Source: an optimization exercise on an open RTL-to-GDS flow (aim: small area). Production flows keep margins and buffers that such runs may drop. Only simulation tests tie the RTL to the original design; equivalence was not proved. No activity file was given, so power comes from the tool's default toggle rates. The clock port is modelled as an ideal driver; clocking choices that lean on that would not hold on a real chip.

v35:
// MIPSProcessor
module MIPSProcessor (
    input    wire               clk, rst,
    output   wire    [31:0]     imem_addr,
    input    wire    [31:0]     imem_rdata,
    output   wire    [31:0]     dmem_addr,
    output   wire    [31:0]     dmem_wdata,
    output   wire               dmem_we,
    input    wire    [31:0]     dmem_rdata
);
reg  [4:0] phase;
reg        clr;         
reg  [1:0] pidx;        
wire       last;
wire p0  = (phase == 5'd0);
wire p31 = (phase == 5'd31);
always @(posedge clk or negedge rst) begin
    if (!rst) begin
        phase <= 5'd0;
        clr   <= 1'b1;
        pidx  <= 2'd0;
    end else begin
        phase <= phase + 5'd1;
        if (p31) begin
            clr  <= 1'b0;
            pidx <= (clr | last) ? 2'd0 : pidx + 2'd1;
        end
    end
end
wire [31:0] I   = imem_rdata;
wire [5:0]  op  = I[31:26];
wire [5:0]  fn  = I[5:0];
wire [4:0]  rs  = I[25:21];
wire [4:0]  rt  = I[20:16];
wire [4:0]  rd  = I[15:11];
wire isR    = (op == 6'b000000);
wire isMul  = isR & (fn == 6'b011100);
  ...
For scale: roughly 0.027 mm2 of cells after synthesis.
export LEC_CHECK = 0
export CAP_MARGIN = 20
export CORE_MARGIN = 2
export CORE_UTILIZATION = 65
export PLACE_DENSITY = 0.75
export SLEW_MARGIN = 20
create_clock -name core_clock -period 12.0 [get_ports {clk}]
standard.sh (not shown) runs the stock make flow with config.mk's settings and CLKGATE_MAP_FILE= SYNTH_SCRIPT=/design/flow/synth_recipe.tcl, a recipe that flattens the netlist after the stock synthesis.
==> flow/flow/run.sh <==
#!/bin/bash
# Standard ORFS layout (standard.sh), with two changes:
#  - port buffers use the smallest buffer cell instead of the resizer's pick
#  - clock tree: larger sink clusters and no dummy loads
set -e
cp standard.sh standard_sh.log
export BUFFER_PORTS_ARGS="-buffer_cell sky130_fd_sc_hd__buf_1"
export CTS_ARGS="-sink_clustering_enable -repair_clock_nets -dont_use_dummy_load -sink_clustering_size 35 -sink_clustering_max_diameter 60"
bash standard.sh > standard.log 2>&1
Edits applied to the flow inputs when going from v35 to v24:
- changing CORE_UTILIZATION from 65 to 40
- removing PLACE_DENSITY (formerly 0.75)
diff --git a/flow/flow/run.sh b/flow/flow/run.sh
--- a/flow/flow/run.sh
+++ b/flow/flow/run.sh
@@ -8 +8 @@
-export CTS_ARGS="-sink_clustering_enable -repair_clock_nets -dont_use_dummy_load -sink_clustering_size 35 -sink_clustering_max_diameter 60"
+export CTS_ARGS="-sink_clustering_enable -repair_clock_nets -dont_use_dummy_load -sink_clustering_size 25 -sink_clustering_max_diameter 80"
Results
[compare] base=v35 new=v24: global-route usage over all layers shrank by 8.8 points, routed via count essentially unchanged, cell area now sits higher. Changes observed in v24 relative to v35: final critical delay including setup and external delays went up by 37 ps; site row count went up. Floorplan die area grows by more than half when moving from v35 to v24. The lower number of antenna violations at the first check in global routing of v24 and v35 is in v35. v35 → v24: power has increased; die boundary width has increased; final worst-path setup slack has decreased; per-cell via count in the routed design has decreased.

## build 80
MIPSProcessor, a different RTL version from the one above (not shown whole).
Size: ~1700 cells after synthesis, about 1100 flip-flops, roughly 27000 µm² of cells after synthesis.
clock: 12.0 ns
lec_check: 0
cap_margin: 20
core_margin: 2
core_utilization: 40
slew_margin: 20
run.sh (not shown) runs the stock make flow with config.mk's settings and CLKGATE_MAP_FILE= SYNTH_SCRIPT=/design/flow/synth_recipe.tcl, a recipe that flattens the netlist after the stock synthesis.
Stock flow here: none of the scripts above is used.
Per the final summary, build 80 finished and its layout is clean on timing, DRC and antenna.
> inputs changed (build 80 -> build 39)
==> flow/flow/run.sh (new file) <==
#!/bin/bash
# Standard ORFS layout (standard.sh), with two changes:
#  - port buffers use the smallest buffer cell instead of the resizer's pick
#  - clock tree: larger sink clusters and no dummy loads
set -e
cp standard.sh standard_sh.log
export BUFFER_PORTS_ARGS="-buffer_cell sky130_fd_sc_hd__buf_1"
export CTS_ARGS="-sink_clustering_enable -repair_clock_nets -dont_use_dummy_load -sink_clustering_size 25 -sink_clustering_max_diameter 80"
bash standard.sh > standard.log 2>&1
==> flow/standard.sh (new file) <==
#!/bin/bash
# synth_recipe.tcl (not shown) runs the flow's synth.tcl, then flattens the netlist and writes it again
# the make line also repeats each setting of config.mk as NAME=value (left out here)
make -C /OpenROAD-flow-scripts/flow DESIGN_CONFIG=/design/flow/config.mk WORK_HOME=/design/flow/orfs CLKGATE_MAP_FILE= SYNTH_SCRIPT=/design/flow/synth_recipe.tcl "${@:-finish}"
removed: flow/run.sh
[summary]
- Going from build 80 to build 39, power dissipated by switching net loads went down, proportion of power drawn by combinational gates did not really move, wire length reported by the detailed router went down, total number of cells along the worst setup path went up.
- In build 39 the post-route clock period utilization turned out 3.1 points lower than in build 80.
- Summary: maximum vdd drop, build 39 better than build 80
- The number of nets in the finished design in build 39 sits 44 below the value recorded for build 80.
- As far as placed instance count is concerned, build 39 and build 80 perform about the same.
- Build 39 vs. build 80: final area went down by about 9%.
- Global-route usage is lower on build 39
The inputs of build 73 differ from those of build 39 as listed below.
Settings: an added CTS_BUF_LIST of sky130_fd_sc_hd__clkbuf_2 sky130_fd_sc_hd__clkbuf_4 sky130_fd_sc_hd__clkbuf_8.
==> flow/run.sh (new file) <==
#!/bin/bash
# synth_recipe.tcl (not shown) runs the flow's synth.tcl, then flattens the netlist and writes it again
# the make line also repeats each setting of config.mk as NAME=value (left out here)
make -C /OpenROAD-flow-scripts/flow DESIGN_CONFIG=/design/flow/config.mk WORK_HOME=/design/flow/orfs CLKGATE_MAP_FILE= SYNTH_SCRIPT=/design/flow/synth_recipe.tcl finish
removed: flow/flow/run.sh
removed: flow/standard.sh
## What came out
Build 73 completed end to end with timing, DRC and antenna clean.
From build 39 to build 73 the numbers moved as follows: share of the core filled with cells higher, post-layout instance count excluding filler cells higher, first-pass GRT wire length higher, post-route clock skew lower.
The final reports for build 73 and build 39 show count of buffer and inverter cells on the critical path lower in the former.
Looking at post-layout instance area across both flows, build 73 is the weaker of the two, with build 39 ahead.
On global-route usage: between build 73 and build 39, it ends up lower for build 39.

== run 1 ==
Starting RTL as in the previous note.
clock: 12.0 ns
lec_check: 0
cap_margin: 20
core_margin: 2
core_utilization: 40
cts_buf_list: sky130_fd_sc_hd__clkbuf_4
slew_margin: 20
Stock flow here: none of the scripts above is used.
Relative to run 1, the following input files were edited for run 2:
- CTS_CLUSTER_DIAMETER now 80, previously not set
- CTS_CLUSTER_SIZE now 25, previously not set
- CTS_BUF_LIST no longer set, was sky130_fd_sc_hd__clkbuf_4
- ABC_AREA now 1, previously not set
Results
In the final reports, the cell area of run 2 is smaller than that of run 1.
Taking run 1 as the reference, in run 2 insertion delay of the later-clocked pin in the worst-skew pair moved down; proportion of layout cells with a drive suffix above 1 moved down; area growth from synthesis to final layout moved down.
[run 2 vs run 1] H-tree depth: lower in run 2
Re detail-routed via count per cell: run 2 is 1.2% up on run 1.
Min number of cell instances on the worst register-to-register path across run 2 and run 1: run 1
Of run 2 and run 1, the lower clock network contribution to total cell area belongs to run 2.
Inputs modified between run 2 and run 3:
- ABC_AREA: 1 -> unset
--- outcome ---
Compared with run 2, run 3 shows a lower combinational cell fraction of total power.
Relative to run 2, minimum hold slack has decreased by 0.041 ns in run 3.
Relative to run 2, area enclosed by the die boundary has decreased by 420 um2 in run 3.
Looking at launch point of the critical path, the imem_rdata[21] result is from run 2; the imem_rdata[17] one comes from run 3.
Run 3 does worse than run 2 on timing-limited maximum frequency.
Summary of run 3 over run 2: starting density of the core roughly the same, total detailed-routing wirelength lower.

## main
MIPSProcessor, a different RTL version from the one above (not shown whole).
Size: about 1600 cells after synthesis, about 1100 flip-flops, roughly 160 I/O pins, ~26000 um^2 of cells after synthesis.
clock: 12.0 ns
lec_check: 0
cap_margin: 20
core_margin: 2
core_utilization: 75
place_density: 0.85
slew_margin: 20
standard.sh (not shown) runs the stock make flow with config.mk's settings and CLKGATE_MAP_FILE= SYNTH_SCRIPT=/design/flow/synth_recipe.tcl, a recipe that flattens the netlist after the stock synthesis.
==> flow/flow/run.sh <==
#!/bin/bash
set -e
cp standard.sh standard_sh.log
export BUFFER_PORTS_ARGS="-buffer_cell sky130_fd_sc_hd__buf_1"
export CTS_ARGS="-sink_clustering_enable -repair_clock_nets -dont_use_dummy_load -sink_clustering_size 30 -sink_clustering_max_diameter 60"
bash standard.sh > standard.log 2>&1
The inputs of the feature branch differ from those of main as listed below.
-- flow/config.mk --
<<< main, line 9
export CORE_MARGIN = 2
export CORE_UTILIZATION = 75
export PLACE_DENSITY = 0.85
export SLEW_MARGIN = 20
>>> the feature branch, line 9
export CORE_MARGIN = 2
export CORE_UTILIZATION = 65
export PLACE_DENSITY = 0.75
export SLEW_MARGIN = 20
==> comparison <==
- In the metrics for the feature branch and main, the one carrying the lower count of placed standard cells including taps is main.
- Diff main -> the feature branch: initial core utilization decreased by 10 points relative to the old numbers; sum of net half-perimeters after detailed placement fell 5.4 mm.
- Between the feature branch and main, worst-case setup margin in the final layout is lower for main, the feature branch comes in above that.
- The feature branch ended up with a lower final total power than main did.
- As far as critical path depth goes, main and the feature branch are indistinguishable; the numbers are identical.
- Re clock share of power: the feature branch is 0.2 points down on main.
- For via count, dividing the value from main by the value from the feature branch gives 1.09.

-- static timing again, ports no longer ideal --
The results above use ideal ports. As a check the final layouts listed here were re-extracted and re-timed, cells and wires unchanged.
Step 1, drivers: a clkbuf_16 drives clk and a buf_2 each remaining input, both assumed.
Step 2, shift: input delay + t, output delay - t, t = (earliest + latest rising clock arrival at the registers) / 2. This alone moves slack from input paths to output paths.
Slacks: no drivers / after step 1 / after step 2; pairs: no drivers / after step 1.
run	t, ns	setup slack, ns	worst setup path at the end
v35	0.623	3.880 / 3.877 / 3.255	input to register
v24	0.643	3.843 / 3.756 / 3.113	input to register
build 80	0.693	3.307 / 3.289 / 2.597	input to register
build 39	0.651	3.679 / 3.657 / 3.005	input to register
build 73	0.826	3.508 / 3.486 / 2.660	input to register
run 1	1.026	3.629 / 3.608 / 2.583	input to register
run 2	0.669	3.967 / 3.948 / 3.278	input to register
run 3	0.693	3.391 / 3.374 / 2.681	input to register
main	0.621	2.936 / 2.904 / 2.284	input to register
the feature branch	0.639	3.203 / 3.181 / 2.542	input to register
After both steps setup and hold are still met in every run listed. The setup slack of run 1, which loses most, moves by -0.021 ns with the drivers and by -1.046 ns with both steps.
